This design comes from an exercise in tuning for small area on the open sky130 flow, not from production work. In this exercise RTL edits were held to simulation tests only and were not proved equivalent to the original. The clock port is modelled as an ideal driver, which makes a skipped or thinned clock tree look cheaper than it is; a real chip needs a root buffer or a tree. Power figures rest on the tool's default switching activity, not on a simulated workload.

Setup of run A:
Design top, start of the top module:
module top (
  input  logic hz100, reset,
  input  logic [19:0] pb,
  output logic [6:0] ss7, ss6, ss5, ss4, ss3, ss2, ss1, ss0
);
For scale: roughly 69 flip-flops, about 78 I/O pins, roughly 0.0045 sq mm of cells after synthesis.
clock: 15.0 ns
lec_check: 0
cap_margin: 20
core_margin: 2
core_utilization: 60
place_density: 0.75
slew_margin: 20
standard.sh (not shown) runs the stock make flow with config.mk's settings and CLKGATE_MAP_FILE= SYNTH_SCRIPT=/design/flow/synth_recipe.tcl, a recipe that flattens the netlist after the stock synthesis.
==> flow/flow/run.sh <==
#!/bin/bash
# Own layout flow: the standard flow, with an area-oriented synthesis
# mapping (ABC script in flow/abc_area.script, full adders only, no half
# adders), the smallest buffer on the ports, and in place of the clock
# tree 4 clock buffers that each drive a group of registers (clk_post.tcl).
# Before the floorplan, the adder's carry chain is moved onto the full
# adders' fastest input (fa_pins.tcl).
set -euo pipefail
work=$(pwd)
{
  echo "proc abc {args} {"
  echo "  set i [lsearch -exact \$args -script]"
  echo "  if {\$i >= 0} { lset args [expr {\$i + 1}] $work/flow/abc_area.script }"
  echo "  yosys abc {*}\$args"
  echo "}"
  echo "proc extract_fa {args} { yosys extract_fa -fa }"
  cat synth_recipe.tcl
} > own_synth.tcl
export PRE_FLOORPLAN_TCL=$work/flow/fa_pins.tcl
export POST_CTS_TCL=$work/flow/clk_post.tcl
bash standard.sh SYNTH_SCRIPT=$work/own_synth.tcl \
  "BUFFER_PORTS_ARGS=-buffer_cell sky130_fd_sc_hd__buf_1" \
  "CTS_ARGS=-sink_clustering_enable -repair_clock_nets -dont_use_dummy_load -buf_list sky130_fd_sc_hd__clkbuf_8 -root_buf sky130_fd_sc_hd__clkbuf_8 -sink_clustering_size 30 -sink_clustering_max_diameter 200" \
  finish > flow_make.log 2>&1
==> flow/flow/abc_area.script <==
strash
 balance -l
 resub -K 6 -l
 rewrite -l
 resub -K 6 -N 2 -l
 refactor -l
 resub -K 8 -l
 balance -l
 resub -K 8 -N 2 -l
 rewrite -l
 resub -K 10 -l
 rewrite -z -l
 resub -K 10 -N 2 -l
 balance -l
 resub -K 12 -l
 refactor -z -l
 resub -K 12 -N 2 -l
 rewrite -z -l
 balance -l
 balance -l
 resub -K 6 -l
 rewrite -l
 resub -K 6 -N 2 -l
 refactor -l
 resub -K 8 -l
 balance -l
 resub -K 8 -N 2 -l
 rewrite -l
 resub -K 10 -l
 rewrite -z -l
 resub -K 10 -N 2 -l
 balance -l
 resub -K 12 -l
 refactor -z -l
 resub -K 12 -N 2 -l
 rewrite -z -l
 balance -l
 dch -f
 amap
 topo
==> flow/flow/fa_pins.tcl <==
# PRE_FLOORPLAN hook: in a ripple carry chain of full adders, put the carry
# from the previous adder on the CIN pin, the fastest path to COUT. A full
# adder's outputs are symmetric in A, B and CIN, so this changes no logic.
set block [ord::get_db_block]
proc carry_in {net} {
  if {$net eq "NULL"} { return 0 }
  foreach it [$net getITerms] {
    if {[$it isOutputSignal] && [[$it getMTerm] getName] eq "COUT"} { return 1 }
  }
  return 0
}
set swapped 0
foreach inst [$block getInsts] {
  if {![string match "sky130_fd_sc_hd__fa_*" [[$inst getMaster] getName]]} { continue }
  set cin [$inst findITerm CIN]
  if {[carry_in [$cin getNet]]} { continue }
  foreach p {A B} {
    set it [$inst findITerm $p]
    set n [$it getNet]
    if {[carry_in $n]} {
      set m [$cin getNet]
      $it disconnect
      $cin disconnect
      $it connect $m
      $cin connect $n
      incr swapped
      break
    }
  }
}
puts "fa_pins: moved the carry to CIN on $swapped full adders"
Other scripts of this flow, unchanged in this note and not shown: flow/flow/clk_post.tcl
Run A reached the end of the flow, and the finished layout is clean on the timing, DRC and antenna checks.
diff inputs: run A => run B
- a change of CAP_MARGIN from 20 to 5
- a change of SLEW_MARGIN from 20 to 5
- a change of PLACE_DENSITY from 0.75 to 0.85
- a change of CORE_UTILIZATION from 60 to 75
--- a/flow/flow/run.sh
+++ b/flow/flow/run.sh
@@ -4,6 +4,4 @@
 # adders), the smallest buffer on the ports, and in place of the clock
 # tree 4 clock buffers that each drive a group of registers (clk_post.tcl).
-# Before the floorplan, the adder's carry chain is moved onto the full
-# adders' fastest input (fa_pins.tcl).
 set -euo pipefail
 work=$(pwd)
@@ -17,5 +15,4 @@
   cat synth_recipe.tcl
 } > own_synth.tcl
-export PRE_FLOORPLAN_TCL=$work/flow/fa_pins.tcl
 export POST_CTS_TCL=$work/flow/clk_post.tcl
 bash standard.sh SYNTH_SCRIPT=$work/own_synth.tcl \
removed: flow/flow/fa_pins.tcl
Notes after the runs:
Reported for run A and run B, number of enable flip-flop cells after synthesis turned out identical to the last digit. In run B, maximum frequency is lower than in run A. Looking only at global-route wire length before repair, and setting everything else aside, the lower value of run A and run B goes to run A. Worst path setup slack after routing: run B lower than run A.
[inputs] run C vs run B
- swapping 0.85 for 0.75 in PLACE_DENSITY
- swapping 5 for 20 in SLEW_MARGIN
- swapping 5 for 20 in CAP_MARGIN
- swapping 75 for 60 in CORE_UTILIZATION
--- a/flow/flow/run.sh
+++ b/flow/flow/run.sh
@@ -4,4 +4,6 @@
 # adders), the smallest buffer on the ports, and in place of the clock
 # tree 4 clock buffers that each drive a group of registers (clk_post.tcl).
+# Before the floorplan, the adder's carry chain is moved onto the full
+# adders' fastest input (fa_pins.tcl).
 set -euo pipefail
 work=$(pwd)
@@ -15,4 +17,5 @@
   cat synth_recipe.tcl
 } > own_synth.tcl
+export PRE_FLOORPLAN_TCL=$work/flow/fa_pins.tcl
 export POST_CTS_TCL=$work/flow/clk_post.tcl
 bash standard.sh SYNTH_SCRIPT=$work/own_synth.tcl \
--- a/flow/flow/abc_area.script
+++ b/flow/flow/abc_area.script
@@ -1,4 +1,4 @@
 strash
- balance -l
+  balance -l
  resub -K 6 -l
  rewrite -l
@@ -18,5 +18,5 @@
  rewrite -z -l
  balance -l
- balance -l
+  balance -l
  resub -K 6 -l
  rewrite -l
@@ -37,4 +37,4 @@
  balance -l
  dch -f
- amap
+ amap -F 8 -m
  topo
==> flow/flow/fa_pins.tcl (new file) <==
# PRE_FLOORPLAN hook: in a ripple carry chain of full adders, put the carry
# from the previous adder on the CIN pin, the fastest path to COUT. A full
# adder's outputs are symmetric in A, B and CIN, so this changes no logic.
set block [ord::get_db_block]
proc carry_in {net} {
  if {$net eq "NULL"} { return 0 }
  foreach it [$net getITerms] {
    if {[$it isOutputSignal] && [[$it getMTerm] getName] eq "COUT"} { return 1 }
  }
  return 0
}
set swapped 0
foreach inst [$block getInsts] {
  if {![string match "sky130_fd_sc_hd__fa_*" [[$inst getMaster] getName]]} { continue }
  set cin [$inst findITerm CIN]
  if {[carry_in [$cin getNet]]} { continue }
  foreach p {A B} {
    set it [$inst findITerm $p]
    set n [$it getNet]
    if {[carry_in $n]} {
      set m [$cin getNet]
      $it disconnect
      $cin disconnect
      $it connect $m
      $cin connect $n
      incr swapped
      break
    }
  }
}
puts "fa_pins: moved the carry to CIN on $swapped full adders"
Notes after the runs:
- Delta (run C minus run B): arrival time at the worst endpoint down 30 ps; relative area change from synthesis to final layout -1.6 points; worst slack at placement went up by 320 ps; final critical-path setup slack went up.
- In the reports for run C and run B, the larger wire length belongs to run B.
For run D, these inputs were changed with respect to run C:
--- a/flow/flow/run.sh
+++ b/flow/flow/run.sh
@@ -4,6 +4,4 @@
 # adders), the smallest buffer on the ports, and in place of the clock
 # tree 4 clock buffers that each drive a group of registers (clk_post.tcl).
-# Before the floorplan, the adder's carry chain is moved onto the full
-# adders' fastest input (fa_pins.tcl).
 set -euo pipefail
 work=$(pwd)
@@ -17,5 +15,4 @@
   cat synth_recipe.tcl
 } > own_synth.tcl
-export PRE_FLOORPLAN_TCL=$work/flow/fa_pins.tcl
 export POST_CTS_TCL=$work/flow/clk_post.tcl
 bash standard.sh SYNTH_SCRIPT=$work/own_synth.tcl \
--- a/flow/flow/abc_area.script
+++ b/flow/flow/abc_area.script
@@ -1,4 +1,4 @@
 strash
-  balance -l
+ balance -l
  resub -K 6 -l
  rewrite -l
@@ -18,5 +18,5 @@
  rewrite -z -l
  balance -l
-  balance -l
+ balance -l
  resub -K 6 -l
  rewrite -l
@@ -37,4 +37,4 @@
  balance -l
  dch -f
- amap -F 8 -m
+ amap
  topo
removed: flow/flow/fa_pins.tcl
[summary]
Run D went all the way through synthesis, placement and routing and the layout is clean on timing, DRC and antenna.
Compared run D vs run C, and shortest clock period the worst path allows after layout is up in run D.
Comparing global placer's final weighted congestion for run C and run D, the bigger number came from run D.
Comparing run C and run D, the lower final area was measured on run C.
The highest achievable clock rate of run D and that of run C are within noise of each other.
In terms of fraction of synthesized cell area in xor and xnor cells, run D and run C differ only marginally.
Diff run C -> run D: total length of routed wires has decreased, via count of the first global-routing pass has decreased.
On logic gate share of total power, run C tracks run D almost exactly.
Delta (run D minus run C): number of multi-input logic gates now smaller; routed length on met2 now smaller.
No run of this note takes its clock network from TritonCTS; it comes from the design's own scripts or RTL.

afterwards: timing with drivers on the ports:
In the flow no input, the clock included, has a driving cell. The finished layouts below were timed again as built, in two steps.
Step 1 (the two cells are an assumption about what drives the block):
set clk [get_ports {hz100}]
set_driving_cell -lib_cell sky130_fd_sc_hd__clkbuf_16 $clk
set_driving_cell -lib_cell sky130_fd_sc_hd__buf_2 [delete_from_list [all_inputs] $clk]
Step 2 also shifts input and output timing later by t, the mid clock arrival at the registers, as if the neighbouring blocks saw the same clock.
Three values: ideal ports, drivers, drivers and shift; two values: the first two.
run	t (ns)	setup WS [ns]	worst setup path at the end	worst data-port slew with drivers (ns)
run A	0.223	0.455 / 0.499 / 0.276	input to register	0.03
run B	0.224	0.363 / 0.407 / 0.183	input to register	0.03
run C	0.231	0.408 / 0.452 / 0.221	input to register	0.03
run D	0.221	0.368 / 0.410 / 0.189	input to register	0.03
After both steps setup and hold are still met in every run listed. The setup slack of run C, which loses most, moves by +0.044 ns with the drivers and by -0.187 ns with both steps.
